What follows belongs to an exercise in optimizing a design on an open flow for small area; a production flow would make more cautious choices.
The RTL was checked by simulation tests, not by an equivalence proof against the original design.
No driver is modelled on the clock port, so clocking that relies on it looks cheaper here than on a real chip.
Power figures rest on the tool's default switching activity, not on a simulated workload.

**flow/design.v**
```verilog
module mbullet #(parameter int DIR = 0)    
(
    input  logic       clk, rst, fe,
    input  logic       keep,               
    input  logic [9:0] px20, py20,         
    input  logic [9:0] cx, cy,             
    input  logic       cxok, cyok,         
    output logic [9:0] bx, by,
    output logic       hit
);
    function automatic logic ge10(input logic [9:0] a, input logic [9:0] b);
        logic g;
        g = 1'b1;
        for (int i = 0; i < 10; i++)
            g = (a[i] & ~b[i]) | (a[i] & g) | (~b[i] & g);
        ge10 = g;
    endfunction
    function automatic logic [9:0] add10(input logic [9:0] a, input logic [9:0] b);
        logic c;
        c = 1'b0;
        for (int i = 0; i < 10; i++) begin
            add10[i] = a[i] ^ b[i] ^ c;
            c = (a[i] & b[i]) | (a[i] & c) | (b[i] & c);
        end
    endfunction
    logic st, mv;                          
    logic [9:0] xin, yin;
    logic miss, inbox;
    wire m = fe & mv;
    always_comb begin
        xin = bx;
        yin = by;
        case (DIR)
            0: xin = add10(bx, {{8{m}}, 2'b00});
            1: xin = add10(bx, {7'd0, m, 2'b00});
            2: yin = add10(by, {{8{m}}, 2'b00});
            default: yin = add10(by, {7'd0, m, 2'b00});
        endcase
    end
    assign miss  = ge10(10'd40, yin) || (ge10(yin, 10'd434) && ge10(10'd1018, yin)) ||
                   ge10(10'd40, xin) || (ge10(xin, 10'd594) && ge10(10'd1018, xin));
    function automatic logic [10:0] sub10(input logic [9:0] a, input logic [9:0] b);
        logic c;
        c = 1'b1;
        for (int i = 0; i < 10; i++) begin
            sub10[i] = a[i] ^ ~b[i] ^ c;
            c = (a[i] & ~b[i]) | (a[i] & c) | (~b[i] & c);
        end
        sub10[10] = ~c;
    endfunction
    wire [10:0] hx = sub10(xin, cx);
    wire [10:0] hy = sub10(yin, cy);
    assign inbox = !hx[10] && ge10(10'd40, hx[9:0]) && cxok &&
                   !hy[10] && ge10(10'd40, hy[9:0]) && cyok;
    assign hit   = !st && !miss && inbox;
    always_ff @(posedge clk) begin
        if (rst || !keep || (fe && st) || (!st && (miss || inbox))) begin
            bx <= px20;
            by <= py20;
            mv <= 1'b0;
        end else begin
            bx <= xin;
            by <= yin;
            mv <= mv | fe;
        end
        if (rst)
            st <= 1'b1;
        else if (st)
            st <= 1'b0;
        else
            st <= miss || inbox;
    end
endmodule
module game_core(
    input  logic        clk,
    input  logic        reset,           
    input  logic        frame_clk,       
    input  logic [15:0] keycode,
    input  logic [9:0]  DrawX, DrawY,    
    output logic [2:0]  Health,
    output logic        active_key,
    output logic        dungeon_frame1, dungeon_frame2, dungeon_frame3,
    output logic        initial_frame, final_frame, game_over,
    output logic [9:0]  Monster_X, Monster_Y, Monster_X_2, Monster_Y_2,
    output logic [9:0]  monster_bullet_X_L, monster_bullet_Y_L,
                        monster_bullet_X_R, monster_bullet_Y_R,
                        monster_bullet_X_U, monster_bullet_Y_U,
                        monster_bullet_X_D, monster_bullet_Y_D,
    output logic [9:0]  bullet_X, bullet_Y,
    output logic [9:0]  char_frame_X, char_frame_Y,
    output logic        character_frame,
    output logic        is_character, is_monster1, is_monster2, is_monster3,
    output logic        is_bullet, is_bullet_l, is_bullet_r, is_bullet_u, is_bullet_d,
    output logic        is_heart, is_key,
    output logic [18:0] char_ra, background_ra, monster1_ra, monster2_ra, monster3_ra,
    output logic [18:0] bullet_ra, bullet_l_ra, bullet_r_ra, bullet_u_ra, bullet_d_ra,
    output logic [18:0] heart_ra, key_ra
);
    function automatic logic [10:0] sub10(input logic [9:0] a, input logic [9:0] b);
        logic c;
        c = 1'b1;
        for (int i = 0; i < 10; i++) begin
            sub10[i] = a[i] ^ ~b[i] ^ c;
            c = (a[i] & ~b[i]) | (a[i] & c) | (~b[i] & c);
        end
        sub10[10] = ~c;
    endfunction
    function automatic logic [10:0] nsub10(input logic [9:0] na, input logic [9:0] b);
        logic c;
        logic [9:0] t;
        c = 1'b0;
        for (int i = 0; i < 10; i++) begin
            t[i] = na[i] ^ b[i] ^ c;
            c = (na[i] & b[i]) | (na[i] & c) | (b[i] & c);
        end
        nsub10 = {c, ~t};
    endfunction
    function automatic logic ge10(input logic [9:0] a, input logic [9:0] b);
        logic g;
        g = 1'b1;
        for (int i = 0; i < 10; i++)
            g = (a[i] & ~b[i]) | (a[i] & g) | (~b[i] & g);
        ge10 = g;
    endfunction
    function automatic logic ge8(input logic [7:0] a, input logic [7:0] b);
        logic g;
        g = 1'b1;
        for (int i = 0; i < 8; i++)
            g = (a[i] & ~b[i]) | (a[i] & g) | (~b[i] & g);
        ge8 = g;
    endfunction
    function automatic logic [9:0] add10(input logic [9:0] a, input logic [9:0] b);
        logic c;
        c = 1'b0;
        for (int i = 0; i < 10; i++) begin
            add10[i] = a[i] ^ b[i] ^ c;
            c = (a[i] & b[i]) | (a[i] & c) | (b[i] & c);
        end
    endfunction
    function automatic logic [15:0] add16(input logic [15:0] a, input logic [15:0] b,
                                          input logic cin);
        logic c;
        c = cin;
        for (int i = 0; i < 16; i++) begin
            add16[i] = a[i] ^ b[i] ^ c;
            c = (a[i] & b[i]) | (a[i] & c) | (b[i] & c);
        end
    endfunction
    function automatic logic [15:0] mul42w(input logic [5:0] y, input logic [5:0] x, input logic wx, input logic wy);
        logic s0, k0, s1, k1, s2, k2, s3, k3, s4, k4, s5, k5, s6, k6, s7, k7, s8, k8, s9, k9, s10, k10, s11, k11, s12, k12, s13, k13, s14, k14, s15, k15, s16, k16, s17, k17, s18, k18, s19, k19, s20, k20, s21, k21, s22, k22, s23, k23;
        s0 = x[1] ^ y[0];
        k0 = x[1] & y[0];
        s1 = x[2] ^ y[1] ^ k0;
        k1 = (x[2] & y[1]) | (x[2] & k0) | (y[1] & k0);
        s2 = x[3] ^ y[2] ^ y[0];
        k2 = (x[3] & y[2]) | (x[3] & y[0]) | (y[2] & y[0]);
        s3 = k1 ^ s2;
        k3 = k1 & s2;
        s4 = x[4] ^ y[3] ^ y[1];
        k4 = (x[4] & y[3]) | (x[4] & y[1]) | (y[3] & y[1]);
        s5 = k2 ^ k3 ^ s4;
        k5 = (k2 & k3) | (k2 & s4) | (k3 & s4);
        s6 = x[5] ^ y[4] ^ y[2];
        k6 = (x[5] & y[4]) | (x[5] & y[2]) | (y[4] & y[2]);
        s7 = y[0] ^ k4 ^ k5;
        k7 = (y[0] & k4) | (y[0] & k5) | (k4 & k5);
        s8 = s6 ^ s7;
        k8 = s6 & s7;
        s9 = y[5] ^ y[3] ^ y[1];
        k9 = (y[5] & y[3]) | (y[5] & y[1]) | (y[3] & y[1]);
        s10 = wx ^ k6 ^ k7;
        k10 = (wx & k6) | (wx & k7) | (k6 & k7);
        s11 = k8 ^ s9 ^ s10;
        k11 = (k8 & s9) | (k8 & s10) | (s9 & s10);
        s12 = y[4] ^ y[2] ^ wx;
        k12 = (y[4] & y[2]) | (y[4] & wx) | (y[2] & wx);
        s13 = wy ^ k9 ^ k10;
        k13 = (wy & k9) | (wy & k10) | (k9 & k10);
        s14 = k11 ^ s12 ^ s13;
        k14 = (k11 & s12) | (k11 & s13) | (s12 & s13);
        s15 = y[5] ^ y[3] ^ wx;
        k15 = (y[5] & y[3]) | (y[5] & wx) | (y[3] & wx);
        s16 = wy ^ k12 ^ k13;
        k16 = (wy & k12) | (wy & k13) | (k12 & k13);
        s17 = k14 ^ s15 ^ s16;
        k17 = (k14 & s15) | (k14 & s16) | (s15 & s16);
        s18 = y[4] ^ wx ^ k15;
        k18 = (y[4] & wx) | (y[4] & k15) | (wx & k15);
        s19 = k16 ^ k17 ^ s18;
        k19 = (k16 & k17) | (k16 & s18) | (k17 & s18);
        s20 = y[5] ^ wy ^ k18;
        k20 = (y[5] & wy) | (y[5] & k18) | (wy & k18);
        s21 = k19 ^ s20;
        k21 = k19 & s20;
        s22 = wy ^ k20 ^ k21;
        k22 = (wy & k20) | (wy & k21) | (k20 & k21);
        s23 = wy ^ k22;
        k23 = wy & k22;
        mul42w = {wy, 1'b0, k23, s23, s22, s21, s19, s17, s14, s11, s8, s5, s3, s1, s0, x[0]};
    endfunction
    function automatic logic [11:0] mul42(input logic [5:0] y, input logic [5:0] x);
        logic s0, k0, s1, k1, s2, k2, s3, k3, s4, k4, s5, k5, s6, k6, s7, k7, s8, k8, s9, k9, s10, k10, s11, k11, s12, k12, s13, k13, s14, k14, s15, k15, s16, k16, s17, k17;
        s0 = x[1] ^ y[0];
        k0 = x[1] & y[0];
        s1 = x[2] ^ y[1] ^ k0;
        k1 = (x[2] & y[1]) | (x[2] & k0) | (y[1] & k0);
        s2 = x[3] ^ y[2] ^ y[0];
        k2 = (x[3] & y[2]) | (x[3] & y[0]) | (y[2] & y[0]);
        s3 = k1 ^ s2;
        k3 = k1 & s2;
        s4 = x[4] ^ y[3] ^ y[1];
        k4 = (x[4] & y[3]) | (x[4] & y[1]) | (y[3] & y[1]);
        s5 = k2 ^ k3 ^ s4;
        k5 = (k2 & k3) | (k2 & s4) | (k3 & s4);
        s6 = x[5] ^ y[4] ^ y[2];
        k6 = (x[5] & y[4]) | (x[5] & y[2]) | (y[4] & y[2]);
        s7 = y[0] ^ k4 ^ k5;
        k7 = (y[0] & k4) | (y[0] & k5) | (k4 & k5);
        s8 = s6 ^ s7;
        k8 = s6 & s7;
        s9 = y[5] ^ y[3] ^ y[1];
        k9 = (y[5] & y[3]) | (y[5] & y[1]) | (y[3] & y[1]);
        s10 = k6 ^ k7 ^ k8;
        k10 = (k6 & k7) | (k6 & k8) | (k7 & k8);
        s11 = s9 ^ s10;
        k11 = s9 & s10;
        s12 = y[4] ^ y[2] ^ k9;
        k12 = (y[4] & y[2]) | (y[4] & k9) | (y[2] & k9);
        s13 = k10 ^ k11 ^ s12;
        k13 = (k10 & k11) | (k10 & s12) | (k11 & s12);
        s14 = y[5] ^ y[3] ^ k12;
        k14 = (y[5] & y[3]) | (y[5] & k12) | (y[3] & k12);
        s15 = k13 ^ s14;
        k15 = k13 & s14;
        s16 = y[4] ^ k14 ^ k15;
        k16 = (y[4] & k14) | (y[4] & k15) | (k14 & k15);
        s17 = y[5] ^ k16;
        k17 = y[5] & k16;
        mul42 = {k17, s17, s16, s15, s13, s11, s8, s5, s3, s1, s0, x[0]};
    endfunction
    function automatic logic [11:0] mul140(input logic [4:0] y, input logic [7:0] x);
        logic s0, k0, s1, k1, s2, k2, s3, k3, s4, k4, s5, k5, s6, k6, s7, k7, s8, k8, s9, k9, s10, k10, s11, k11, s12, k12, s13, k13, s14, k14;
        s0 = x[2] ^ y[0];
        k0 = x[2] & y[0];
        s1 = x[3] ^ y[1] ^ y[0];
        k1 = (x[3] & y[1]) | (x[3] & y[0]) | (y[1] & y[0]);
        s2 = k0 ^ s1;
        k2 = k0 & s1;
        s3 = x[4] ^ y[2] ^ y[1];
        k3 = (x[4] & y[2]) | (x[4] & y[1]) | (y[2] & y[1]);
        s4 = k1 ^ k2 ^ s3;
        k4 = (k1 & k2) | (k1 & s3) | (k2 & s3);
        s5 = x[5] ^ y[3] ^ y[2];
        k5 = (x[5] & y[3]) | (x[5] & y[2]) | (y[3] & y[2]);
        s6 = k3 ^ k4 ^ s5;
        k6 = (k3 & k4) | (k3 & s5) | (k4 & s5);
        s7 = x[6] ^ y[4] ^ y[3];
        k7 = (x[6] & y[4]) | (x[6] & y[3]) | (y[4] & y[3]);
        s8 = k5 ^ k6 ^ s7;
        k8 = (k5 & k6) | (k5 & s7) | (k6 & s7);
        s9 = x[7] ^ y[4] ^ y[0];
        k9 = (x[7] & y[4]) | (x[7] & y[0]) | (y[4] & y[0]);
        s10 = k7 ^ k8 ^ s9;
        k10 = (k7 & k8) | (k7 & s9) | (k8 & s9);
        s11 = y[1] ^ k9 ^ k10;
        k11 = (y[1] & k9) | (y[1] & k10) | (k9 & k10);
        s12 = y[2] ^ k11;
        k12 = y[2] & k11;
        s13 = y[3] ^ k12;
        k13 = y[3] & k12;
        s14 = y[4] ^ k13;
        k14 = y[4] & k13;
        mul140 = {s14, s13, s12, s11, s10, s8, s6, s4, s2, s0, x[1], x[0]};
    endfunction
    function automatic logic [4:0] mul5(input logic [2:0] y, input logic [2:0] x);
        logic s0, k0, s1, k1, s2, k2, s3, k3, s4, k4, s5, k5;
        s0 = x[0] ^ y[0];
        k0 = x[0] & y[0];
        s1 = x[1] ^ y[1] ^ k0;
        k1 = (x[1] & y[1]) | (x[1] & k0) | (y[1] & k0);
        s2 = x[2] ^ y[2] ^ y[0];
        k2 = (x[2] & y[2]) | (x[2] & y[0]) | (y[2] & y[0]);
        s3 = k1 ^ s2;
        k3 = k1 & s2;
        s4 = y[1] ^ k2 ^ k3;
        k4 = (y[1] & k2) | (y[1] & k3) | (k2 & k3);
        s5 = y[2] ^ k4;
        k5 = y[2] & k4;
        mul5 = {s5, s4, s3, s1, s0};
    endfunction
    function automatic logic [12:0] bg5(input logic [8:0] y, input logic [2:0] x);
        logic s0, k0, s1, k1, s2, k2, s3, k3, s4, k4, s5, k5, s6, k6, s7, k7, s8, k8, s9, k9, s10, k10, s11, k11, s12, k12, s13, k13, s14, k14, s15, k15, s16, k16, s17, k17;
        s0 = x[0] ^ y[0];
        k0 = x[0] & y[0];
        s1 = x[1] ^ y[1] ^ k0;
        k1 = (x[1] & y[1]) | (x[1] & k0) | (y[1] & k0);
        s2 = x[2] ^ y[2] ^ y[0];
        k2 = (x[2] & y[2]) | (x[2] & y[0]) | (y[2] & y[0]);
        s3 = k1 ^ s2;
        k3 = k1 & s2;
        s4 = y[3] ^ y[1] ^ k2;
        k4 = (y[3] & y[1]) | (y[3] & k2) | (y[1] & k2);
        s5 = k3 ^ s4;
        k5 = k3 & s4;
        s6 = y[4] ^ y[2] ^ k4;
        k6 = (y[4] & y[2]) | (y[4] & k4) | (y[2] & k4);
        s7 = k5 ^ s6;
        k7 = k5 & s6;
        s8 = y[5] ^ y[3] ^ k6;
        k8 = (y[5] & y[3]) | (y[5] & k6) | (y[3] & k6);
        s9 = k7 ^ s8;
        k9 = k7 & s8;
        s10 = y[6] ^ y[4] ^ k8;
        k10 = (y[6] & y[4]) | (y[6] & k8) | (y[4] & k8);
        s11 = k9 ^ s10;
        k11 = k9 & s10;
        s12 = y[7] ^ y[5] ^ k10;
        k12 = (y[7] & y[5]) | (y[7] & k10) | (y[5] & k10);
        s13 = k11 ^ s12;
        k13 = k11 & s12;
        s14 = y[8] ^ y[6] ^ k12;
        k14 = (y[8] & y[6]) | (y[8] & k12) | (y[6] & k12);
        s15 = k13 ^ s14;
        k15 = k13 & s14;
        s16 = y[7] ^ k14 ^ k15;
        k16 = (y[7] & k14) | (y[7] & k15) | (k14 & k15);
        s17 = y[8] ^ k16;
        k17 = y[8] & k16;
        bg5 = {1'b0, k17, s17, s16, s15, s13, s11, s9, s7, s5, s3, s1, s0};
    endfunction
    logic fdly, fe;
    always_ff @(posedge clk) begin
        fdly <= frame_clk;
        fe   <= frame_clk & ~fdly;
    end
    localparam logic [2:0] S_START = 3'd0, S_L1 = 3'd1, S_W1 = 3'd2, S_W2 = 3'd3,
                           S_L2 = 3'd4, S_L3 = 3'd5, S_END = 3'd6, S_GO = 3'd7;
    logic [2:0] st, st_n;
    logic F1, F2, F3, Fkey, N2, N3, akey;
    logic F1_n, F2_n, F3_n, Fkey_n, N2_n, N3_n, akey_n;
    logic soft_reset;
    logic [2:0] health;
    logic [9:0] cx, cy;                   
    logic eng_finish, eng_hit;
    logic [1:0] last;                     
    wire inL1 = st == S_L1;
    wire inL2 = st == S_L2;
    wire inL3 = st == S_L3;
    wire act  = (inL1 & ~F1) | (inL2 & ~F2) | (inL3 & ~F3);
    wire [1:0] lvl = inL1 ? 2'd1 : inL2 ? 2'd2 : 2'd3;
    wire fin  = eng_finish & (act | (last == lvl));
    wire die  = health == 3'd0;
    wire k28 = keycode == 16'h0028;
    wire k29 = keycode == 16'h0029;
    wire k44 = keycode == 16'd44;
    wire cx_300_330 = ge10(cx, 10'd300) && ge10(10'd330, cx);
    wire cy_210_230 = ge10(cy, 10'd210) && ge10(10'd230, cy);
    always_comb begin
        st_n = st;
        F1_n = F1; F2_n = F2; F3_n = F3;
        Fkey_n = Fkey; N2_n = N2; N3_n = N3; akey_n = akey;
        soft_reset = 1'b0;
        case (st)
            S_START:
                if (k28) begin
                    st_n = S_L1;
                    soft_reset = 1'b1;
                    Fkey_n = 1'b0;
                    akey_n = 1'b0;
                end
            S_L1:
                if (fin)
                    F1_n = 1'b1;
                else if ((F1 && ge10(cx, 10'd540) && ge10(cy, 10'd220) && ge10(10'd260, cy)) || k44) begin
                    N2_n = 1'b1;
                    st_n = S_W1;
                end else if (F1 && cx_300_330 && ge10(10'd60, cy)) begin
                    N3_n = 1'b1;
                    st_n = S_W1;
                end else if (die)
                    st_n = S_GO;
            S_W1: begin
                st_n = S_W2;
                soft_reset = 1'b1;
            end
            S_W2: begin
                soft_reset = 1'b1;
                if (N2) begin
                    st_n = S_L2;
                    N2_n = 1'b0;
                end else if (N3) begin
                    st_n = S_L3;
                    N3_n = 1'b0;
                end else
                    st_n = S_L1;
            end
            S_L2:
                if (fin && !F2) begin
                    akey_n = 1'b1;
                    F2_n = 1'b1;
                end else if (akey && cx_300_330 && cy_210_230) begin
                    akey_n = 1'b0;
                    Fkey_n = 1'b1;
                end else if (F2 && Fkey && cy_210_230 && ge10(10'd60, cx))
                    st_n = S_W1;
                else if (die)
                    st_n = S_GO;
            S_L3:
                if (fin)
                    F3_n = 1'b1;
                else if (F3 && cx_300_330 && ge10(cy, 10'd380))
                    st_n = S_W1;
                else if (die)
                    st_n = S_GO;
                else if (F3 && Fkey && cx_300_330 && cy_210_230)
                    st_n = S_END;
            default: begin        
                soft_reset = 1'b1;
                if (k29) begin
                    F1_n = 1'b0; F2_n = 1'b0; F3_n = 1'b0;
                    st_n = S_START;
                end
            end
        endcase
    end
    always_ff @(posedge clk) begin
        if (reset) begin
            st <= S_START;
            F1 <= 1'b0; F2 <= 1'b0; F3 <= 1'b0;
            Fkey <= 1'b0; N2 <= 1'b0; N3 <= 1'b0; akey <= 1'b0;
        end else begin
            st <= st_n;
            F1 <= F1_n; F2 <= F2_n; F3 <= F3_n;
            Fkey <= Fkey_n; N2 <= N2_n; N3 <= N3_n; akey <= akey_n;
        end
    end
    always_ff @(posedge clk) begin
        if (reset)
            health <= 3'b111;
        else if (act) begin
            if (eng_hit)
                health <= health - 3'd1;
        end else if (!(inL1 | inL2 | inL3 | st == S_W1 | st == S_W2))
            health <= 3'b111;
    end
    always_ff @(posedge clk)
        if (act)
            last <= lvl;
    logic nact;
    logic [1:0] nlvl;
    always_comb begin
        nact = 1'b0;
        nlvl = 2'd1;
        if (st == S_START)
            nact = k28 & ~F1;
        else if (st == S_W2) begin
            if (N2) begin
                nlvl = 2'd2;
                nact = ~F2;
            end else if (N3) begin
                nlvl = 2'd3;
                nact = ~F3;
            end else
                nact = ~F1;
        end
    end
    wire hard = nact & ~reset & (last != nlvl);
    wire erst = ~act;
    wire keep = ~reset & ((st_n == S_L1 & ~F1_n) | (st_n == S_L2 & ~F2_n) | (st_n == S_L3 & ~F3_n));
    assign Health = health;
    assign active_key = akey;
    assign dungeon_frame1 = inL1;
    assign dungeon_frame2 = inL2;
    assign dungeon_frame3 = inL3;
    assign initial_frame = st == S_START;
    assign final_frame = st == S_END;
    assign game_over = st == S_GO;
    logic [1:0] cxm, cym;      
    logic [1:0] cxm_n, cym_n;
    logic cpic, cpic_n;
    wire [7:0] klo = keycode[7:0];
    wire [7:0] khi = keycode[15:8];
    wire cy_top = ge10(10'd40, cy);
    wire cy_bot = ge10(cy, 10'd389) && ge10(10'd973, cy);
    wire cx_rgt = ge10(cx, 10'd557) && ge10(10'd981, cx);
    wire cx_lft = ge10(10'd40, cx);
    wire xmv = fe & cxm[1];
    wire ymv = fe & cym[1];
    wire [9:0] cx_in = add10(cx, {{8{xmv & cxm[0]}}, xmv, 1'b0});
    wire [9:0] cy_in = add10(cy, {{8{ymv & cym[0]}}, ymv, 1'b0});
    always_comb begin
        cxm_n = (keycode == 16'd0) ? 2'b00 : cxm;
        cym_n = (keycode == 16'd0) ? 2'b00 : cym;
        cpic_n = cpic;
        if (fe) begin
            case (keycode)
                16'h001a: begin cym_n = 2'b11; cxm_n = 2'b00; end
                16'h0004: begin cxm_n = 2'b11; cym_n = 2'b00; cpic_n = 1'b1; end
                16'h0016: begin cym_n = 2'b10; cxm_n = 2'b00; end
                16'h0007: begin cxm_n = 2'b10; cym_n = 2'b00; cpic_n = 1'b0; end
                16'h1a04, 16'h041a: begin cxm_n = 2'b11; cym_n = 2'b11; cpic_n = 1'b1; end
                16'h1a07, 16'h071a: begin cxm_n = 2'b10; cym_n = 2'b11; cpic_n = 1'b0; end
                16'h0416, 16'h1604: begin cxm_n = 2'b11; cym_n = 2'b10; cpic_n = 1'b1; end
                16'h1607, 16'h0716: begin cxm_n = 2'b10; cym_n = 2'b10; cpic_n = 1'b0; end
                default: ;
            endcase
            if (cy_bot && (klo == 8'h16 || khi == 8'h16))
                cym_n = 2'b00;
            else if (cy_top && (klo == 8'h1a || khi == 8'h1a))
                cym_n = 2'b00;
            if (cx_rgt && klo == 8'h07) begin
                cxm_n = 2'b00;
                if (cy_top || cy_bot)
                    cym_n = 2'b00;
            end else if (cx_lft && klo == 8'h04) begin
                cxm_n = 2'b00;
                if (cy_top || cy_bot)
                    cym_n = 2'b00;
            end
        end
    end
    always_ff @(posedge clk) begin
        if (reset || soft_reset) begin
            cx <= 10'd50;
            cy <= 10'd50;
            cxm <= 2'b00;
            cym <= 2'b00;
            cpic <= 1'b0;
        end else begin
            cx <= cx_in;
            cy <= cy_in;
            cxm <= cxm_n;
            cym <= cym_n;
            cpic <= cpic_n;
        end
    end
    assign char_frame_X = cx;
    assign char_frame_Y = cy;
    assign character_frame = cpic;
    logic [1:0] h1;
    logic [9:0] p1x, p1y;
    logic [7:0] c1;
    logic [1:0] d1;            
    logic [1:0] m1;            
    logic [1:0] m1_n;
    logic pb_hit1, pb_hit2;    
    wire [9:0] q1x = hard ? 10'd320 : p1x;
    wire [9:0] q1y = hard ? 10'd240 : p1y;
    always_comb begin
        m1_n = ge8(c1, 8'd120) ? 2'd0 : m1;
        if (fe) begin
            if (d1 == 2'b00)
                m1_n = ge10(10'd40, p1y) ? 2'd0 : 2'd3;
            else if (d1 == 2'b01)
                m1_n = 2'd1;
            else
                m1_n = (ge10(p1x, 10'd579) && ge10(10'd1003, p1x)) ? 2'd0 : 2'd2;
        end
    end
    wire m1l = fe & (m1 == 2'd1);
    wire m1r = fe & (m1 == 2'd2);
    wire m1u = fe & (m1 == 2'd3);
    wire [9:0] p1x_mv = add10(p1x, {{9{m1l}}, m1l | m1r});
    wire [9:0] p1y_mv = add10(p1y, {10{m1u}});
    wire [7:0] c1_inc = 8'(add10({2'b0, c1}, {9'd0, fe}));
    always_ff @(posedge clk) begin
        begin
            if (pb_hit1 && !hard)
                h1 <= h1 - 2'd1;
            else if (erst)
                h1 <= 2'd3;
            if (h1 == 2'd0 && !hard) begin
                p1x <= 10'd0;
                p1y <= 10'd0;
            end else if (erst) begin
                p1x <= 10'd320;
                p1y <= 10'd240;
            end else begin
                p1x <= p1x_mv;
                p1y <= p1y_mv;
            end
            m1 <= erst ? 2'd0 : m1_n;
            if (!ge8(8'd240, c1) || erst)
                c1 <= 8'd0;
            else
                c1 <= c1_inc;
        end
        if (!ge10(cx, q1x))
            d1 <= 2'b01;
        else if (!ge10(cy, q1y))
            d1 <= 2'b00;
        else
            d1 <= 2'b11;
    end
    logic [1:0] h2;
    logic [9:0] p2x, p2y;
    logic [7:0] c2;
    logic [1:0] d2;            
    logic [2:0] m2;            
    logic [2:0] m2_n;
    wire [9:0] q2x = hard ? 10'd200 : p2x;
    wire [9:0] q2y = hard ? 10'd300 : p2y;
    wire [10:0] ex = sub10(q2x, cx);
    wire [10:0] ey = sub10(q2y, cy);
    wire sx = ex[10];
    wire sy = ey[10];
    wire [15:0] es = add16({{5{sx}}, ex}, {{5{sy}}, ey} ^ {16{sx ~^ sy}}, sx ~^ sy);
    wire ahor = sx ? (es[15] | (es == 16'd0)) : !es[15];
    wire [1:0] d2_n = ahor ? (sx ? 2'b11 : 2'b01) : (sy ? 2'b10 : 2'b00);
    always_comb begin
        m2_n = ge8(8'd80, c2) ? 3'd0 : m2;
        if (fe) begin
            case (d2)
                2'b00: m2_n = ge10(10'd40, p2y) ? 3'd0 : 3'b100;
                2'b01: m2_n = 3'b101;
                2'b10: m2_n = (ge10(p2y, 10'd419) && ge10(10'd1003, p2y)) ? 3'd0 : 3'b110;
                default: m2_n = (ge10(p2x, 10'd579) && ge10(10'd1003, p2x)) ? 3'd0 : 3'b111;
            endcase
        end
    end
    wire m2u = fe & (m2 == 3'b100);
    wire m2l = fe & (m2 == 3'b101);
    wire m2d = fe & (m2 == 3'b110);
    wire m2r = fe & (m2 == 3'b111);
    wire [9:0] p2x_mv = add10(p2x, {{8{m2l}}, m2r, m2l | m2r});
    wire [9:0] p2y_mv = add10(p2y, {{8{m2u}}, m2d, m2u | m2d});
    wire [7:0] c2_inc = 8'(add10({2'b0, c2}, {9'd0, fe}));
    always_ff @(posedge clk) begin
        begin
            if (pb_hit2 && !hard)
                h2 <= h2 - 2'd1;
            else if (erst)
                h2 <= 2'd3;
            if (h2 == 2'd0 && !hard) begin
                p2x <= 10'd0;
                p2y <= 10'd0;
            end else if (erst) begin
                p2x <= 10'd200;
                p2y <= 10'd300;
            end else begin
                p2x <= p2x_mv;
                p2y <= p2y_mv;
            end
            m2 <= erst ? 3'd0 : m2_n;
            if (!ge8(8'd160, c2) || erst)
                c2 <= 8'd0;
            else
                c2 <= c2_inc;
        end
        d2 <= d2_n;
    end
    wire m2_touch = ((ex[10] && ge10(ex[9:0], 10'd1004)) || ex == 11'd0) && ge10(10'd1003, p2x) &&
                    ((ey[10] && ge10(ey[9:0], 10'd1004)) || ey == 11'd0) && ge10(10'd1003, p2y);
    wire [9:0] p1x20 = keep ? (hard ? 10'd340 : add10(p1x, 10'd20)) : 10'd0;
    wire [9:0] p1y20 = keep ? (hard ? 10'd260 : add10(p1y, 10'd20)) : 10'd0;
    wire cxok = ge10(10'd983, cx);
    wire cyok = ge10(10'd983, cy);
    logic [9:0] blx, bly, brx, bry, bux, buy, bdx, bdy;
    logic bl_hit, br_hit, bu_hit, bd_hit;
    mbullet #(.DIR(0)) mb_l(.clk(clk), .rst(erst), .fe(fe), .keep(keep), .px20(p1x20), .py20(p1y20),
                            .cx(cx), .cy(cy), .cxok(cxok), .cyok(cyok),
                            .bx(blx), .by(bly), .hit(bl_hit));
    mbullet #(.DIR(1)) mb_r(.clk(clk), .rst(erst), .fe(fe), .keep(keep), .px20(p1x20), .py20(p1y20),
                            .cx(cx), .cy(cy), .cxok(cxok), .cyok(cyok),
                            .bx(brx), .by(bry), .hit(br_hit));
    mbullet #(.DIR(2)) mb_u(.clk(clk), .rst(erst), .fe(fe), .keep(keep), .px20(p1x20), .py20(p1y20),
                            .cx(cx), .cy(cy), .cxok(cxok), .cyok(cyok),
                            .bx(bux), .by(buy), .hit(bu_hit));
    mbullet #(.DIR(3)) mb_d(.clk(clk), .rst(erst), .fe(fe), .keep(keep), .px20(p1x20), .py20(p1y20),
                            .cx(cx), .cy(cy), .cxok(cxok), .cyok(cyok),
                            .bx(bdx), .by(bdy), .hit(bd_hit));
    logic pst;                 
    logic [1:0] pdir;          
    logic pmv;
    logic [9:0] pbx, pby;
    wire pm = fe & pmv & ~pst;
    wire pmu = pm & (pdir == 2'd0);
    wire pmr = pm & (pdir == 2'd1);
    wire pmd = pm & (pdir == 2'd2);
    wire pml = pm & (pdir == 2'd3);
    wire [9:0] pxin = add10(pbx, {{7{pml}}, pml | pmr, 2'b00});
    wire [9:0] pyin = add10(pby, {{7{pmu}}, pmu | pmd, 2'b00});
    wire pmiss = ge10(10'd40, pyin) || (ge10(pyin, 10'd434) && ge10(10'd1018, pyin)) ||
                 ge10(10'd40, pxin) || (ge10(pxin, 10'd594) && ge10(10'd1018, pxin));
    wire [10:0] g1x = sub10(pxin, p1x);
    wire [10:0] g1y = sub10(pyin, p1y);
    wire [10:0] g2x = sub10(pxin, p2x);
    wire [10:0] g2y = sub10(pyin, p2y);
    wire pbox1 = !g1x[10] && ge10(10'd40, g1x[9:0]) && ge10(10'd983, p1x) &&
                 !g1y[10] && ge10(10'd40, g1y[9:0]) && ge10(10'd983, p1y);
    wire pbox2 = !g2x[10] && ge10(10'd40, g2x[9:0]) && ge10(10'd983, p2x) &&
                 !g2y[10] && ge10(10'd40, g2y[9:0]) && ge10(10'd983, p2y);
    assign pb_hit1 = !pst && !pmiss && pbox1;
    assign pb_hit2 = !pst && !pmiss && !pbox1 && pbox2;
    wire pend = !pst && (pmiss || pbox1 || pbox2);
    always_ff @(posedge clk) begin
        if (erst || (fe && pst) || pend) begin
            pbx <= add10(cx, 10'd20);
            pby <= add10(cy, 10'd20);
            pmv <= 1'b0;
        end else begin
            pbx <= pxin;
            pby <= pyin;
            pmv <= pmv | fe;
        end
        if (erst)
            pst <= 1'b1;
        else if (pst) begin
            if (klo == 8'h52) begin
                pst <= 1'b0; pdir <= 2'd0;
            end else if (klo == 8'h51) begin
                pst <= 1'b0; pdir <= 2'd2;
            end else if (klo == 8'h50) begin
                pst <= 1'b0; pdir <= 2'd3;
            end else if (klo == 8'h4f) begin
                pst <= 1'b0; pdir <= 2'd1;
            end
        end else if (pend)
            pst <= 1'b1;
    end
    assign eng_finish = p1x == 10'd0 && p1y == 10'd0 && p2x == 10'd0 && p2y == 10'd0;
    assign eng_hit = bl_hit | br_hit | bu_hit | bd_hit | m2_touch;
    assign Monster_X = act ? p1x : 10'd0;
    assign Monster_Y = act ? p1y : 10'd0;
    assign Monster_X_2 = act ? p2x : 10'd0;
    assign Monster_Y_2 = act ? p2y : 10'd0;
    assign monster_bullet_X_L = blx;
    assign monster_bullet_Y_L = bly;
    assign monster_bullet_X_R = brx;
    assign monster_bullet_Y_R = bry;
    assign monster_bullet_X_U = bux;
    assign monster_bullet_Y_U = buy;
    assign monster_bullet_X_D = bdx;
    assign monster_bullet_Y_D = bdy;
    assign bullet_X = act ? pbx : 10'd0;
    assign bullet_Y = act ? pby : 10'd0;
    wire anydf = inL1 | inL2 | inL3;
    wire [9:0] nDrawX = ~DrawX;
    wire [9:0] nDrawY = ~DrawY;
    wire [10:0] chx = nsub10(nDrawX, cx);
    wire [10:0] chy = nsub10(nDrawY, cy);
    wire cbox = !chx[10] && !ge10(chx[9:0], 10'd42) && !chy[10] && !ge10(chy[9:0], 10'd50);
    assign is_character = cbox && !(initial_frame || final_frame || game_over);
    wire xpos = xmv & ~cxm[0];
    wire ypos = ymv & ~cym[0];
    wire [5:0] lx = 6'(nsub10({4'd0, nDrawX[5:0]}, {4'd0, cx_in[5:0]}));
    wire [5:0] ly = 6'(nsub10({4'd0, nDrawY[5:0]}, {4'd0, cy_in[5:0]}));
    wire wx = xpos & (chx[5:1] == 5'd0);
    wire wy = ypos & (chy[5:1] == 5'd0);
    wire [15:0] cra = mul42w(ly, lx, wx, wy);
    assign char_ra = is_character ? {3'd0, cra} : 19'd0;
    wire [10:0] s1x = nsub10(nDrawX, Monster_X);
    wire [10:0] s1y = nsub10(nDrawY, Monster_Y);
    wire mbox1 = Monster_X != 10'd0 && !s1x[10] && !ge10(s1x[9:0], 10'd42) && ge10(10'd981, Monster_X) &&
                 !s1y[10] && !ge10(s1y[9:0], 10'd50) && ge10(10'd973, Monster_Y);
    assign is_monster1 = mbox1 && dungeon_frame1;
    assign is_monster2 = mbox1 && !dungeon_frame1 && (dungeon_frame2 || dungeon_frame3);
    wire [11:0] m1ra = mul42(s1y[5:0], s1x[5:0]);
    assign monster1_ra = is_monster1 ? {7'd0, m1ra} : 19'd0;
    assign monster2_ra = is_monster2 ? {7'd0, m1ra} : 19'd0;
    wire [10:0] s2x = nsub10(nDrawX, Monster_X_2);
    wire [10:0] s2y = nsub10(nDrawY, Monster_Y_2);
    wire mbox2 = Monster_X_2 != 10'd0 && !s2x[10] && !ge10(s2x[9:0], 10'd42) && ge10(10'd981, Monster_X_2) &&
                 !s2y[10] && !ge10(s2y[9:0], 10'd50) && ge10(10'd973, Monster_Y_2);
    assign is_monster3 = mbox2 && anydf;
    wire [11:0] m3ra = mul42(s2y[5:0], s2x[5:0]);
    assign monster3_ra = is_monster3 ? {7'd0, m3ra} : 19'd0;
    function automatic logic [5:0] bbox(input logic [9:0] dx, input logic [9:0] dy,
                                        input logic [9:0] bx, input logic [9:0] by);
        logic [10:0] sx, sy;
        sx = nsub10(dx, bx);
        sy = nsub10(dy, by);
        bbox[0] = !sx[10] && sx[9:3] == 7'd0 && !ge10({7'd0, sx[2:0]}, 10'd5) && ge10(10'd1018, bx) &&
                  !sy[10] && sy[9:3] == 7'd0 && !ge10({7'd0, sy[2:0]}, 10'd5) && ge10(10'd1018, by);
        bbox[5:1] = mul5(sy[2:0], sx[2:0]);
    endfunction
    wire [5:0] bl = bbox(nDrawX, nDrawY, monster_bullet_X_L, monster_bullet_Y_L);
    wire [5:0] br = bbox(nDrawX, nDrawY, monster_bullet_X_R, monster_bullet_Y_R);
    wire [5:0] bu = bbox(nDrawX, nDrawY, monster_bullet_X_U, monster_bullet_Y_U);
    wire [5:0] bd = bbox(nDrawX, nDrawY, monster_bullet_X_D, monster_bullet_Y_D);
    wire [5:0] bp = bbox(nDrawX, nDrawY, bullet_X, bullet_Y);
    assign is_bullet_l = bl[0] && !ge10(10'd20, monster_bullet_X_L) && !ge10(10'd20, monster_bullet_Y_L);
    assign is_bullet_r = br[0] && !ge10(10'd20, monster_bullet_X_R) && !ge10(10'd20, monster_bullet_Y_R);
    assign is_bullet_u = bu[0] && !ge10(10'd20, monster_bullet_X_U) && !ge10(10'd20, monster_bullet_Y_U);
    assign is_bullet_d = bd[0] && !ge10(10'd20, monster_bullet_X_D) && !ge10(10'd20, monster_bullet_Y_D);
    assign is_bullet   = bp[0] && bullet_X != 10'd0 && bullet_Y != 10'd0;
    assign bullet_l_ra = is_bullet_l ? 19'(bl[5:1]) : 19'd0;
    assign bullet_r_ra = is_bullet_r ? 19'(br[5:1]) : 19'd0;
    assign bullet_u_ra = is_bullet_u ? 19'(bu[5:1]) : 19'd0;
    assign bullet_d_ra = is_bullet_d ? 19'(bd[5:1]) : 19'd0;
    assign bullet_ra   = is_bullet   ? 19'(bp[5:1]) : 19'd0;
    wire [15:0] hmax = add16({9'd0, health, 4'b0}, {11'd0, health, 2'b0}, 1'b0);
    assign is_heart = !ge10(DrawX, hmax[9:0]) && !ge10(DrawY, 10'd20) && anydf;
    wire [11:0] hra = mul140(DrawY[4:0], DrawX[7:0]);
    assign heart_ra = is_heart ? {7'd0, hra[11:0]} : 19'd0;
    assign is_key = akey && ge10(DrawX, 10'd300) && !ge10(DrawX, 10'd360) &&
                    ge10(DrawY, 10'd210) && !ge10(DrawY, 10'd245);
    wire [5:0] kx = 6'(add10({4'd0, DrawX[5:0]}, 10'd20));    
    wire [5:0] ky = 6'(add10({4'd0, DrawY[5:0]}, 10'd46));    
    wire [15:0] kra = add16({4'd0, ky, kx}, ~{8'd0, ky, 2'b00}, 1'b1);
    assign key_ra = is_key ? {7'd0, kra[11:0]} : 19'd0;
    wire [12:0] bgh = bg5(DrawY[9:1], DrawX[9:7]);
    assign background_ra = {bgh, DrawX[6:1]};
endmodule
```
**flow/flow/run.sh**
```bash
#!/bin/bash
# Standard layout, except that the port buffers are the platform's smallest
# buffer (buf_1) instead of the default pick, and that after CTS the cells on
# paths with spare slack are downsized (flow/recover.tcl, run as the CTS
# step's POST hook). Every tool's output is kept in a log file in the work
# folder (ORFS's own logs under orfs/logs, make's output in standard_flow.log).
set -euo pipefail
bash standard.sh BUFFER_PORTS_ARGS="-buffer_cell sky130_fd_sc_hd__buf_1" \
    POST_CTS_TCL="$PWD/flow/recover.tcl" SKIP_REPAIR_TIE_FANOUT=1 finish > standard_flow.log 2>&1
```
**flow/flow/recover.tcl**
```tcl
# After CTS: downsize cells on paths with spare slack to recover area, then
# legalize the placement again.
log_cmd estimate_parasitics -placement
log_cmd repair_timing -recover_power 100 -setup_margin 0.1 -verbose
log_cmd detailed_placement
check_placement -verbose
log_cmd estimate_parasitics -placement
report_worst_slack -max
report_design_area
```
**flow/standard.sh**
```bash
#!/bin/bash
# synth_recipe.tcl (not shown) runs the flow's synth.tcl, then flattens the netlist and writes it again
# the make line also repeats each setting of config.mk as NAME=value (left out here)
make -C /OpenROAD-flow-scripts/flow DESIGN_CONFIG=/design/flow/config.mk WORK_HOME=/design/flow/orfs CLKGATE_MAP_FILE= SYNTH_SCRIPT=/design/flow/synth_recipe.tcl "${@:-finish}"
```
**flow/config.mk**
```make
export PLATFORM = sky130hd
export DESIGN_NAME = game_core
export DESIGN_NICKNAME = game_core
export VERILOG_FILES = /design/flow/design.v
export SDC_FILE = /design/flow/constraint.sdc
export NUM_CORES = 4
export LEC_CHECK = 0
export CAP_MARGIN = 20
export CORE_MARGIN = 2
export CORE_UTILIZATION = 65
export CTS_BUF_LIST = sky130_fd_sc_hd__clkbuf_4 sky130_fd_sc_hd__clkbuf_8
export CTS_CLUSTER_DIAMETER = 75
export CTS_CLUSTER_SIZE = 8
export SLEW_MARGIN = 20
```
**flow/constraint.sdc**
```tcl
create_clock -name core_clock -period 12.0 [get_ports {clk}]
set_input_delay 2.4000 -clock core_clock [delete_from_list [all_inputs] [get_ports {clk}]]
set_output_delay 2.4000 -clock core_clock [all_outputs]
set_load 0.01 [all_outputs]
```
==> results.tsv, run 1 <==
metric	value	unit
critPathMaxFanout	18	
critPathTopFamily	adder cells	
rows	73	
synth-simple-area-share	0.177	
final.fill_count	3221	
drt-initial-drc-count	2832	
rsz0062_at_grt	false	
synth_top_family_by_area	adder cells	
hp-class	reg -> reg	
wl_per_cell	27.5	um
cts_tree	yes	
ys_ff_latch	219	
port_buffers	334	
async_reset_ff_frac	0	
crit_path_end_kind	register	
fin_setup_tns	0	ns
cp_num_buf_inv	5	
multiInputGateArea	0.0184	sq mm
worstPathArrival	12.22	ns
grt_pass1_vias	22400	
cp_data_required_time	12.53	ns
worst_hold_slack	0.417	ns
dr.pass1.iters	6	
synth_fa_ha_area_frac	0.398	
ant_nets	0	
regArea	0.00496	sq mm
slew_headroom	0.0843	
die_x	206	um
synth_edf_count	58	
die_height	206	um
drive_gt1_frac	0.0579	
maxSlewViolCount	0	
synth_seq_area_share	0.188	
grt_max_degree	115	
cpMostUsedCell	fa_1	
slowest_stage	clkdlybuf4s15_1	
cts.sinks	219	
routed_wl	97300	um
grt_antenna_before_repair	7	
area_growth	6.76	%
crit_type	in -> reg	
yosysWarnings	5	
critical_path.max_stage_delay	0.90	ns
drcViolationCount	0	
reg2reg_slack	1.18	ns
ios	449	
synth-compound-area-share	0.0877	
drv_cap	0	
vias	22900	
synthXorXnorAreaFrac	0.0182	
worst_slew_pin_slew	1.36	ns
grt_pass1_wl	142000	um
clk_pin_slew	0.06	ns
fmax	85.5	MHz
gr-total-overflow	0	
muxShareOfSynthArea	0.0205	
nets	3606	
synth_cell_types	94	
final_hold_viol_count	0	
initial_core_util	0.662	
hpwl	76400	um
track_usage	0.468	
fin_skew	0.0380	ns
startpoint_type	primary input	
viasPerCell	6.48	
worstSkewPairLatency	0.63	ns
peakVddDrop	0.0809	mV
synth_cells	2731	
period_needed	11.69	ns
netlist_area	0.0264	sq mm
core-area	0.0399	sq mm
die-area	0.0423	sq mm
status	no timing/DRC/antenna violations	
synth_area_per_cell	9.67	sq um
finalCritPeriodShare	0.974	
synth_flop_cell	dfxtp_1	
finalSetupViolCount	0	
place.gp.congestion	1.03	
leakage	12.4	nW
power_density	64.4	mW/mm^2
cell families (layout without fill, tap and decap cells):
kind of cell    Yosys count  count (layout)
mux                      51              51
simple gates            827             827
fa+ha+maj               590             590
xor+xnor                 55              55
flops                   219             219
buf+inv                 644             918
compound gates          344             344
other cells               1               4
registers in the layout, indices dropped and copies added, names as in the netlist, 8 cells and up:
signal	cells
c1	8
c2	8
cx	9
cy	9
mb_d.bx	10
mb_d.by	10
mb_l.bx	10
mb_l.by	10
mb_r.bx	10
mb_r.by	10
mb_u.bx	10
mb_u.by	10
p1x	10
p1y	10
p2x	10
p2y	10
pbx	9
pby	9
cell type report:
cell class,count,share of cell area
timing repair buffer,408,0.0621
tap,525,0.0233
clock inverter,3,0.00151
antenna,3,0.000266
multi-input combinational,1868,0.653
sequential,219,0.176
clock buffer,53,0.0232
inverter,454,0.0606
through the flow:
step,area [sq um],setup WS [ns],power (mW),instances,util
6_report,28200,0.309,1.82,3533,0.706
5_1_grt,28200,0.00925,1.87,3531,0.706
2_1_floorplan,26400,0.0314,1.00,2731,-
3_3_place_gp,27600,0.282,1.10,3468,0.693
3_5_place_dp,27600,0.0969,1.11,3469,0.693
Yosys cell counts (6+ instances only):
cell type / count / area, sq um
o22ai_1: 10 / 62.6
or4_1: 9 / 67.6
xor2_1: 24 / 210
nor4_1: 47 / 294
and3_1: 35 / 219
nor4_2: 8 / 100
nor3_2: 39 / 390
a22oi_1: 6 / 45.0
buf_4: 121 / 908
ha_1: 163 / 2040
or3_1: 15 / 93.8
o211ai_1: 12 / 90.1
nor3_1: 50 / 250
a311oi_1: 7 / 61.3
and2_1: 112 / 701
edfxtp_1: 58 / 1740
o31ai_1: 7 / 52.6
mux2_2: 18 / 203
a21o_1: 7 / 52.6
a31oi_1: 21 / 131
o21a_1: 27 / 203
nand4b_1: 15 / 131
buf_2: 9 / 45.0
nand4_1: 55 / 344
inv_1: 453 / 1700
nor4b_1: 12 / 105
clkbuf_1: 49 / 184
o21ai_0: 65 / 325
maj3_1: 9 / 90.1
fa_1: 418 / 8370
dfxtp_1: 161 / 3220
nor3b_1: 10 / 75.1
mux2i_1: 29 / 290
a21oi_1: 92 / 460
nand2b_1: 17 / 106
nor2b_1: 27 / 169
a211oi_1: 10 / 75.1
nand2_1: 127 / 477
and4_1: 6 / 52.6
xnor2_1: 31 / 272
nand3_1: 36 / 180
nor2_1: 180 / 676
buf_1: 6 / 22.5
nand3b_1: 6 / 45.0
worst reg2reg max path: cells and delay by family (launching register included):
family / cells / cell delay [ns]
AOI/OAI and AO/OA: 2 / 0.44
muxes: 1 / 0.29
buffers and inverters: 5 / 1.78
DFF: 1 / 0.50
and+or+nand+nor: 4 / 1.58
xor gates and xnor gates: 1 / 0.24
adders and majority gates: 15 / 5.87
report_power, final:
part	internal (mW)	switching, mW	leakage, nW
Sequential	0.754	0.000282	1.97
Clock	0.367	0.346	0.368
Combinational	0.119	0.231	10.1
Total	1.24	0.577	12.4
path summary, 6_finish.rpt:
path                                 start    end  cells after the start
worst min-delay path                  fdly     fe                      1
worst min register to register        fdly     fe                      1
worst max-delay path            keycode[7]  d2[1]                     29
worst max register to register       st[1]  d2[1]                     28
per-layer routing:
layer | track usage | share of wire | wire, um
met1 | 0.593 | 0.36 | 34800
met2 | 0.686 | 0.43 | 41800
met3 | 0.183 | 0.15 | 14400
met4 | 0.265 | 0.065 | 6370
met5 | 0 | 0.00024 | 23
cells in the final DEF (no fill, tap or decap), types with 12 or more instances in the layout:
cell type,Yosys,routed
inv_1,453,452
fa_1,418,418
buf_1,6,331
nor2_1,180,180
ha_1,163,163
dfxtp_1,161,161
nand2_1,127,126
a21oi_1,92,94
and2_1,112,71
nor3_1,50,68
o21ai_0,65,66
edfxtp_1,58,58
nand4_1,55,55
nor4_1,47,50
and2_0,0,41
clkbuf_8,0,41
nand3_1,36,36
and3_1,35,35
buf_4,121,34
xnor2_1,31,31
mux2i_1,29,29
nor2b_1,27,27
o21a_1,27,27
xor2_1,24,23
clkbuf_1,49,22
a31oi_1,21,21
nor3_2,39,21
nand2b_1,17,17
mux2_2,18,16
nand4b_1,15,15
or3_1,15,15
clkbuf_2,0,15
nor3b_1,10,13
o211ai_1,12,12
nor4b_1,12,12
clkbuf_4,0,12
==> run 2: changes to the inputs <==
--- a/flow/config.mk
+++ b/flow/config.mk
@@ -9,6 +9,6 @@
 export CORE_MARGIN = 2
 export CORE_UTILIZATION = 65
-export CTS_BUF_LIST = sky130_fd_sc_hd__clkbuf_4 sky130_fd_sc_hd__clkbuf_8
-export CTS_CLUSTER_DIAMETER = 75
-export CTS_CLUSTER_SIZE = 8
+export CTS_BUF_LIST = sky130_fd_sc_hd__clkbuf_8
+export CTS_CLUSTER_DIAMETER = 60
+export CTS_CLUSTER_SIZE = 10
 export SLEW_MARGIN = 20
==> run 2 against run 1 <==
Still clean. Power is 4.0% lower. Clock skew is 0.019 ns higher. Cell count stayed put. Combinational power hardly changed. Critical path depth is 4 lower. Final area is 0.19% lower. Hold slack worse by 0.013 ns. Synthesized cell count stayed put. Via count is 0.10% lower. Non-clock buffer count stayed put. Register-to-register slack better by 0.12 ns. Count of clock-buffer cells in the layout is 19 lower. Critical endpoint is now monster3_ra[10].
==> results.tsv, run 2 <==
metric	value	unit
fin_setup_tns	0	ns
rows	73	
synth.area.top_cells	fa_1, dfxtp_1, ha_1	
yosysTopAreaCellShare	0.317	
clockPowerShare	0.366	
vias	22900	
drt-initial-drc-count	2820	
dr.pass1.iters	6	
port_buffers	334	
grt_max_degree	115	
layout_commonest_cell	inv_1	
peakVddDrop	0.0882	mV
cts_tree	yes	
cp_data_required_time	9.60	ns
hpwl	76400	um
crit_type	reg -> out	
synth_edf_count	58	
critPathMaxFanout	29	
grt_pass1_vias	22400	
critPathTopFamily	adder cells	
fin_ws	0.397	ns
startpoint_type	register	
nets	3602	
async_reset_ff_frac	0	
switching_share	0.334	
pwr-share-seq	0.432	
synth_seq_area_share	0.188	
wl_per_cell	27.4	um
yosys-top-cells-count	inv_1, fa_1, nor2_1, ha_1, dfxtp_1	
ant_nets	0	
combPwrFrac	0.202	
drv_cap	0	
synth_flop_cell	dfxtp_1	
final_area	0.0281	sq mm
worst_slew_pin_slew	1.31	ns
final_hold_viol_count	0	
worst_hold_slack	0.404	ns
grt_pass1_wl	142000	um
area_growth	6.56	%
status	no timing/DRC/antenna violations	
core-area	0.0399	sq mm
viasPerCell	6.47	
synth_cell_types	94	
synth_area_per_cell	9.67	sq um
fmax	86.2	MHz
rsz0062_at_grt	false	
worstPathArrival	9.20	ns
dpl_cell_area	0.0276	sq mm
netlist_area	0.0264	sq mm
place.gp.congestion	1.03	
initial_core_util	0.662	
clk_pin_slew	0.07	ns
die_x	206	um
final.fill_count	3221	
fin_skew	0.0574	ns
slowest_stage	nor3_1	
die-area	0.0423	sq mm
finalCritPeriodShare	0.967	
ys_ff_latch	219	
p_int	1.16	mW
synth_cells	2731	
critical_path.max_stage_delay	0.88	ns
power_density	62.0	mW/mm^2
routed_wl	97000	um
yosysTopAreaCell	fa_1	
pre_cts_ws	0.0969	ns
gr-total-overflow	0	
cp_num_buf_inv	6	
cts.sinks	219	
drive_gt1_frac	0.0559	
hp-class	reg -> reg	
crit_path_end_kind	output pin	
grt_antenna_before_repair	6	
synth.most_common_cell	inv_1	
die_height	206	um
ios	449	
yosysWarnings	5	
finalSetupViolCount	0	
maxSlewViolCount	0	
layout_common_cells	inv_1, fa_1, buf_1	
worstSkewPairLatency	0.71	ns
leakage	12.4	nW
track_usage	0.465	
cpMostUsedCell	fa_1	
period_needed	11.60	ns
slew_headroom	0.122	
switchingPower	583	uW
total_power	1.74	mW
drcViolationCount	0	
run 2: cell counts after synthesis:
Identical to the previous run, type by type.
run 2: kinds of logic after synthesis:
group / after synthesis / share of synthesized area
DFF: 219 / 0.188
other: 1 / 0.000142
adders and majority gates: 590 / 0.398
AOI/OAI and AO/OA: 344 / 0.0877
buffers and inverters: 644 / 0.111
muxes: 51 / 0.0205
xor gates and xnor gates: 55 / 0.0182
and+or+nand+nor: 827 / 0.177
run 2: power groups by stage:
| stage | sequential, mW | clock, mW | combinational, mW |
|---|---|---|---|
| 6_report | 0.754 | 0.638 | 0.351 |
| 5_1_grt | 0.753 | 0.657 | 0.389 |
| 2_1_floorplan | 0.771 | 0 | 0.232 |
| 3_3_place_gp | 0.771 | 0 | 0.328 |
| 3_5_place_dp | 0.771 | 0 | 0.340 |
run 2: layout make-up:
cell class | instances | area (sq um) | share of cell area
diodes | 4 | 10.0 | 0.000356
multi-input cells | 1868 | 18400 | 0.654
well taps | 525 | 657 | 0.0233
flip-flops and latches | 219 | 4960 | 0.176
clock inverters | 21 | 148 | 0.00525
inverters | 454 | 1710 | 0.0607
repair buffers | 408 | 1770 | 0.0628
clock buffers | 34 | 468 | 0.0166
run 2: metrics by stage:
stage	utilization	std cells
after detailed placement	0.693	3469
after floorplan	-	2731
after global routing	0.705	3530
final	0.705	3533
after global placement	0.693	3468
run 2: worst paths after layout:
path | from | to | slack (ns) | depth (start not counted)
max | F1 | monster3_ra[10] | 0.40 | 25
min | fdly | fe | 0.40 | 1
min reg2reg | fdly | fe | 0.40 | 1
max reg2reg | st[1] | d2[1] | 1.30 | 31
run 2: metal layers:
metal  GRT usage  part of all wire
met4       0.256             0.071
met5     0.00357           0.00019
met3       0.185              0.15
met1       0.590              0.35
met2       0.680              0.42
run 2: worst reg2reg max path, delay by kind of cell (launching register included):
| kind | cells | cell delay, ns |
|---|---|---|
| compound gates | 2 | 0.52 |
| xor+xnor | 1 | 0.24 |
| fa+ha+maj | 17 | 6.34 |
| buf+inv | 6 | 0.92 |
| flops | 1 | 0.50 |
| mux | 1 | 0.29 |
| simple gates | 4 | 1.77 |
==> run 3: changes to the inputs <==
--- a/flow/config.mk
+++ b/flow/config.mk
@@ -11,4 +11,4 @@
 export CTS_BUF_LIST = sky130_fd_sc_hd__clkbuf_8
 export CTS_CLUSTER_DIAMETER = 60
-export CTS_CLUSTER_SIZE = 10
+export CTS_CLUSTER_SIZE = 14
 export SLEW_MARGIN = 20
==> run 3 against run 2 <==
Sequential cell count did not move. Clock skew fell by 0.0024 ns. Sequential power barely moved. Synthesized cell count did not move. Largest cell class unchanged. Highest routed layer unchanged.
==> results.tsv, run 3 <==
metric	value	unit
status	no timing/DRC/antenna violations	
die-area	0.0423	sq mm
synth_flop_cell	dfxtp_1	
area_growth	6.72	%
gr-total-overflow	0	
layout_commonest_cell	inv_1	
synth_seq_area_share	0.188	
final_core_utilization	0.706	
fin_skew	0.0550	ns
core-area	0.0399	sq mm
final_cells	3532	
slew_headroom	0.0850	
final_hold_viol_count	0	
clk_pin_slew	0.09	ns
drv_cap	0	
synth.area.top_cells	fa_1, dfxtp_1, ha_1	
grt_pass1_vias	22400	
synth.most_common_cell	inv_1	
hpwl	76400	um
crit_path_end_kind	output pin	
final.fill_count	3230	
place.gp.congestion	1.03	
rows	73	
drt-initial-drc-count	2789	
grt_pass1_wl	142000	um
critPathMaxFanout	7	
track_usage	0.466	
async_reset_ff_frac	0	
worstPathArrival	9.16	ns
fin_setup_tns	0	ns
die_x	206	um
dr.pass1.iters	6	
initial_core_util	0.662	
slowest_stage	clkbuf_1	
leakage	12.4	nW
total_power	1.80	mW
hp-class	reg -> reg	
drive_gt1_frac	0.0576	
synth_cell_types	94	
ys_ff_latch	219	
period_needed	11.56	ns
ios	449	
cp_data_required_time	9.60	ns
peakVddDrop	0.0925	mV
yosysWarnings	5	
final_area	0.0282	sq mm
ant_nets	0	
yosysTopAreaCellShare	0.317	
worst_slew_pin_slew	1.36	ns
finalCritPeriodShare	0.963	
synth_area_per_cell	9.67	sq um
port_buffers	334	
rsz0062_at_grt	false	
maxSlewViolCount	0	
cts.sinks	219	
synth_edf_count	58	
finalSetupViolCount	0	
routed_wl	97000	um
fmax	86.5	MHz
viasPerCell	6.41	
drcViolationCount	0	
startpoint_type	primary input	
cts_tree	yes	
grt_antenna_before_repair	3	
cpMostUsedCell	fa_1	
nets	3601	
layout_common_cells	inv_1, fa_1, buf_1	
wl_per_cell	27.5	um
vias	22600	
yosysTopAreaCell	fa_1	
dp.cells	3469	
die_height	206	um
netlist_area	0.0264	sq mm
power_density	63.8	mW/mm^2
grt_max_degree	115	
critical_path.max_stage_delay	0.58	ns
dpl_cell_area	0.0276	sq mm
synth_cells	2731	
crit_type	in -> out	
worstSkewPairLatency	0.69	ns
yosys-top-cells-count	inv_1, fa_1, nor2_1, ha_1, dfxtp_1	
## run 3: cell types whose count changed in the layout (fill, tap and decap cells not counted), sizes merged
cell and change:
clkinvlp +3, inv +3, buf +3, diode -1, clkbuf -7, bufinv +2, clkinv -4
## run 3: per-stage QoR
stage / hold slack (ns) / worst slack [ns]
finish: 0.407 / 0.441
global placement: 0.386 / 0.282
global route: 0.417 / 0.140
detailed placement: 0.396 / 0.0969
floorplan: 0.367 / 0.0314
## run 3: area by class of cell
cell class,count,area [sq um],area share
timing repair buffer,409,1750,0.0621
clock inverter,25,273,0.00968
sequential,219,4960,0.176
tap,525,657,0.0233
multi-input combinational,1868,18400,0.654
inverter,454,1710,0.0606
clock buffer,29,399,0.0142
antenna,3,7.51,0.000266
## run 3: path summary, 6_finish.rpt
| check | start | end | slack [ns] | cells past startpoint |
|---|---|---|---|---|
| worst max-delay path | DrawY[2] | char_ra[12] | 0.44 | 25 |
| worst min-delay path | fdly | fe | 0.41 | 1 |
| worst max register to register | st[0] | d2[1] | 1.36 | 34 |
| worst min register to register | fdly | fe | 0.41 | 1 |
## run 3: critical path, delay by kind of cell
kind	cells	cell delay, ns
buffers and inverters	11	1.70
adder cells (fa/ha/maj)	13	4.92
AND/OR/NAND/NOR	1	0.13
## run 3: cell families after synthesis
logic type / count (synthesis) / share of synthesized area
compound gates: 344 / 0.0877
xor+xnor: 55 / 0.0182
fa+ha+maj: 590 / 0.398
buf+inv: 644 / 0.111
flops: 219 / 0.188
mux: 51 / 0.0205
other cells: 1 / 0.000142
simple gates: 827 / 0.177
## run 3: power breakdown
group,internal [mW],switching [mW]
Sequential,0.753,0.000276
Combinational,0.118,0.231
Clock,0.315,0.381
Total,1.19,0.612
## run 3: layer usage
layer  wire (um)  GRT usage
met1       34600      0.594
met4        6680      0.262
met5          16          0
met2       41300      0.675
met3       14500      0.187
==> run 4: changes to the inputs <==
--- a/flow/flow/run.sh
+++ b/flow/flow/run.sh
@@ -7,3 +7,3 @@
 set -euo pipefail
 bash standard.sh BUFFER_PORTS_ARGS="-buffer_cell sky130_fd_sc_hd__buf_1" \
-    POST_CTS_TCL="$PWD/flow/recover.tcl" SKIP_REPAIR_TIE_FANOUT=1 finish > standard_flow.log 2>&1
+    POST_CTS_TCL="$PWD/flow/recover.tcl" finish > standard_flow.log 2>&1
--- a/flow/config.mk
+++ b/flow/config.mk
@@ -9,6 +9,4 @@
 export CORE_MARGIN = 2
 export CORE_UTILIZATION = 65
-export CTS_BUF_LIST = sky130_fd_sc_hd__clkbuf_8
-export CTS_CLUSTER_DIAMETER = 60
-export CTS_CLUSTER_SIZE = 14
+export CTS_BUF_LIST = sky130_fd_sc_hd__clkbuf_2 sky130_fd_sc_hd__clkbuf_4
 export SLEW_MARGIN = 20
==> run 4 against run 3 <==
Sequential share of layout area shrank 0.42 points. Utilization grew 1.7 points. Maximum frequency shrank 1.3%. First-iteration DRC count shrank 7.3%. Routed wire length shrank 0.38%. Final area grew 2.4%. Largest cell class unchanged. Highest routed layer unchanged.
==> results.tsv, run 4 <==
metric	value	unit
cts.sinks	219	
synth_fa_ha_area_frac	0.398	
cts_tree	yes	
grt_pass1_wl	140000	um
synth_seq_area_share	0.188	
synth_cell_types	94	
dpl_cell_area	0.0281	sq mm
finalSetupViolCount	0	
muxShareOfSynthArea	0.0205	
critPathTopFamily	adder cells	
finalCritPeriodShare	0.976	
synth-simple-area-share	0.177	
synth_top_family_by_area	adder cells	
async_reset_ff_frac	0	
netlist_area	0.0264	sq mm
startpoint_type	register	
worstPathArrival	9.31	ns
cpMostUsedCell	fa_1	
grt_pass1_vias	22900	
fin_skew	0.0709	ns
yosysTopAreaCell	fa_1	
track_usage	0.462	
fin_setup_tns	0	ns
worstSkewPairLatency	0.81	ns
rsz0062_at_grt	false	
yosysTopAreaCellShare	0.317	
grt_antenna_before_repair	8	
final.fill_count	3139	
synthXorXnorAreaFrac	0.0182	
layout_commonest_cell	inv_1	
place.gp.congestion	1.06	
regArea	0.00496	sq mm
grt_max_degree	59	
drt-initial-drc-count	2585	
drcViolationCount	0	
drv_cap	0	
initial_core_util	0.662	
clk_pin_slew	0.06	ns
crit_start	st[1]	
port_buffers	334	
ios	449	
synth_area_per_cell	9.67	sq um
power_density	65.7	mW/mm^2
synth_edf_count	58	
crit_path_end_kind	output pin	
worst_slew_pin_slew	1.22	ns
dr.pass1.iters	7	
rows	73	
synth.area.top_cells	fa_1, dfxtp_1, ha_1	
slowest_stage	a22oi_1	
wl_per_cell	26.0	um
die_height	206	um
vias	23200	
worst_hold_slack	0.387	ns
cp_data_required_time	9.60	ns
area_growth	9.31	%
fmax	85.4	MHz
final_hold_viol_count	0	
period_needed	11.71	ns
yosys-top-cells-count	inv_1, fa_1, nor2_1, ha_1, dfxtp_1	
viasPerCell	6.24	
synth-compound-area-share	0.0877	
hpwl	75700	um
multiInputGateArea	0.0189	sq mm
gr-total-overflow	0	
maxSlewViolCount	0	
cp_cell_sequence	nor2_1 > a22oi_1 > inv_2 > buf_4 > nand2_1 > fa_1 > inv_1 > fa_1 > fa_1 > fa_1 > fa_1 > fa_1 > fa_1 > fa_1 > inv_1 > fa_1 > nor2_1 > nand3_1 > nor4_1 > o2111a_1 > buf_4 > and2_0 > nor2b_1 > buf_1	
critical_path.max_stage_delay	0.97	ns
core-area	0.0399	sq mm
nets	3757	
final_area	0.0289	sq mm
r2r_start	st[1]	
leakage	13.0	nW
peakVddDrop	0.0848	mV
hp-class	reg -> reg	
ant_nets	0	
die_x	206	um
die-area	0.0423	sq mm
layout_common_cells	inv_1, fa_1, buf_1	
synth_cells	2731	
drive_gt1_frac	0.0772	
cp_num_buf_inv	6	
synth.most_common_cell	inv_1	
critPathMaxFanout	19	
ys_ff_latch	219	
hold_start	fdly	
synth_flop_cell	dfxtp_1	
crit_type	reg -> out	
yosysWarnings	5	
final_core_utilization	0.723	
slew_headroom	0.188	
status	no timing/DRC/antenna violations	
routed_wl	96700	um
-- run 4: path summary, 6_finish.rpt --
path                    endpoint  slack [ns]  depth (start not counted)
setup reg to reg           d2[0]        1.47                         31
setup / recovery  monster2_ra[9]        0.29                         24
hold reg to reg               fe        0.39                          1
hold / removal                fe        0.39                          1
-- run 4: report_power, final --
part           leakage (nW)  switching, mW  internal (mW)
Clock                 0.524          0.379          0.422
Combinational          10.5          0.225          0.116
Sequential             1.97       0.000900          0.754
Total                  13.0          0.606           1.29
-- run 4: logic make-up after synthesis --
logic type | Yosys count
buffers and inverters | 644
AOI/OAI and AO/OA | 344
adders and majority gates | 590
and+or+nand+nor | 827
other | 1
muxes | 51
DFF | 219
xor gates and xnor gates | 55
-- run 4: layout make-up --
class                   instances  area share
repair buffers                414      0.0619
flip-flops and latches        219       0.172
inverters                     454      0.0590
well taps                     525      0.0228
clock inverters                21     0.00516
diodes                          2    0.000173
clock buffers                  99      0.0257
multi-input cells            1981       0.653
-- run 4: stage by stage --
stage | std cells | setup WS (ns) | power, mW
after floorplan | 2844 | 0.0314 | 1.00
after global placement | 3588 | 0.202 | 1.09
after detailed placement | 3589 | 0.112 | 1.11
after global routing | 3715 | 0.0913 | 1.98
final | 3715 | 0.293 | 1.90
-- run 4: metal layers --
metal / track usage / wire length [um]
met5: 0 / 57
met4: 0.286 / 7150
met3: 0.189 / 14400
met2: 0.690 / 42100
met1: 0.559 / 32900
-- run 4: worst register-to-register path: cells and delay by family, from the launching register on --
kind / cells / cell delay (ns)
compound gates: 2 / 0.48
simple gates: 4 / 1.62
buf+inv: 6 / 0.95
fa+ha+maj: 17 / 6.34
mux: 1 / 0.29
xor+xnor: 1 / 0.23
flops: 1 / 0.49

re-timing with driven ports:
The results above use ideal ports. As a check the final layouts listed here were re-extracted and re-timed, cells and wires unchanged. Step 1, drivers: a clkbuf_16 drives clk and a buf_2 each remaining input, both assumed. Step 2 moves the port delays by t, midway between the first and last clock arrival at a register: inputs arrive t later, outputs are due t later. That takes back most of the time a late clock gives input paths. a / b / c = no drivers / after step 1 / after step 2; a / b = the first two.
run | shift t [ns] | setup slack, ns | worst setup path after step 2 | slew at the worst register clock pin (ns)
run 1 | 0.667 | 0.309 / 0.273 / -0.321 | input to register | 0.08 / 0.08
run 2 | 0.734 | 0.397 / 0.341 / -0.262 | input to register | 0.09 / 0.09
run 3 | 0.714 | 0.441 / 0.408 / -0.177 | input to register | 0.10 / 0.10
run 4 | 0.826 | 0.293 / 0.242 / -0.266 | input to register | 0.08 / 0.08
Met with ideal ports but missed after step 2: setup timing in every run listed. The setup slack of run 2, which loses most, moves by -0.056 ns with the drivers and by -0.659 ns with both steps.
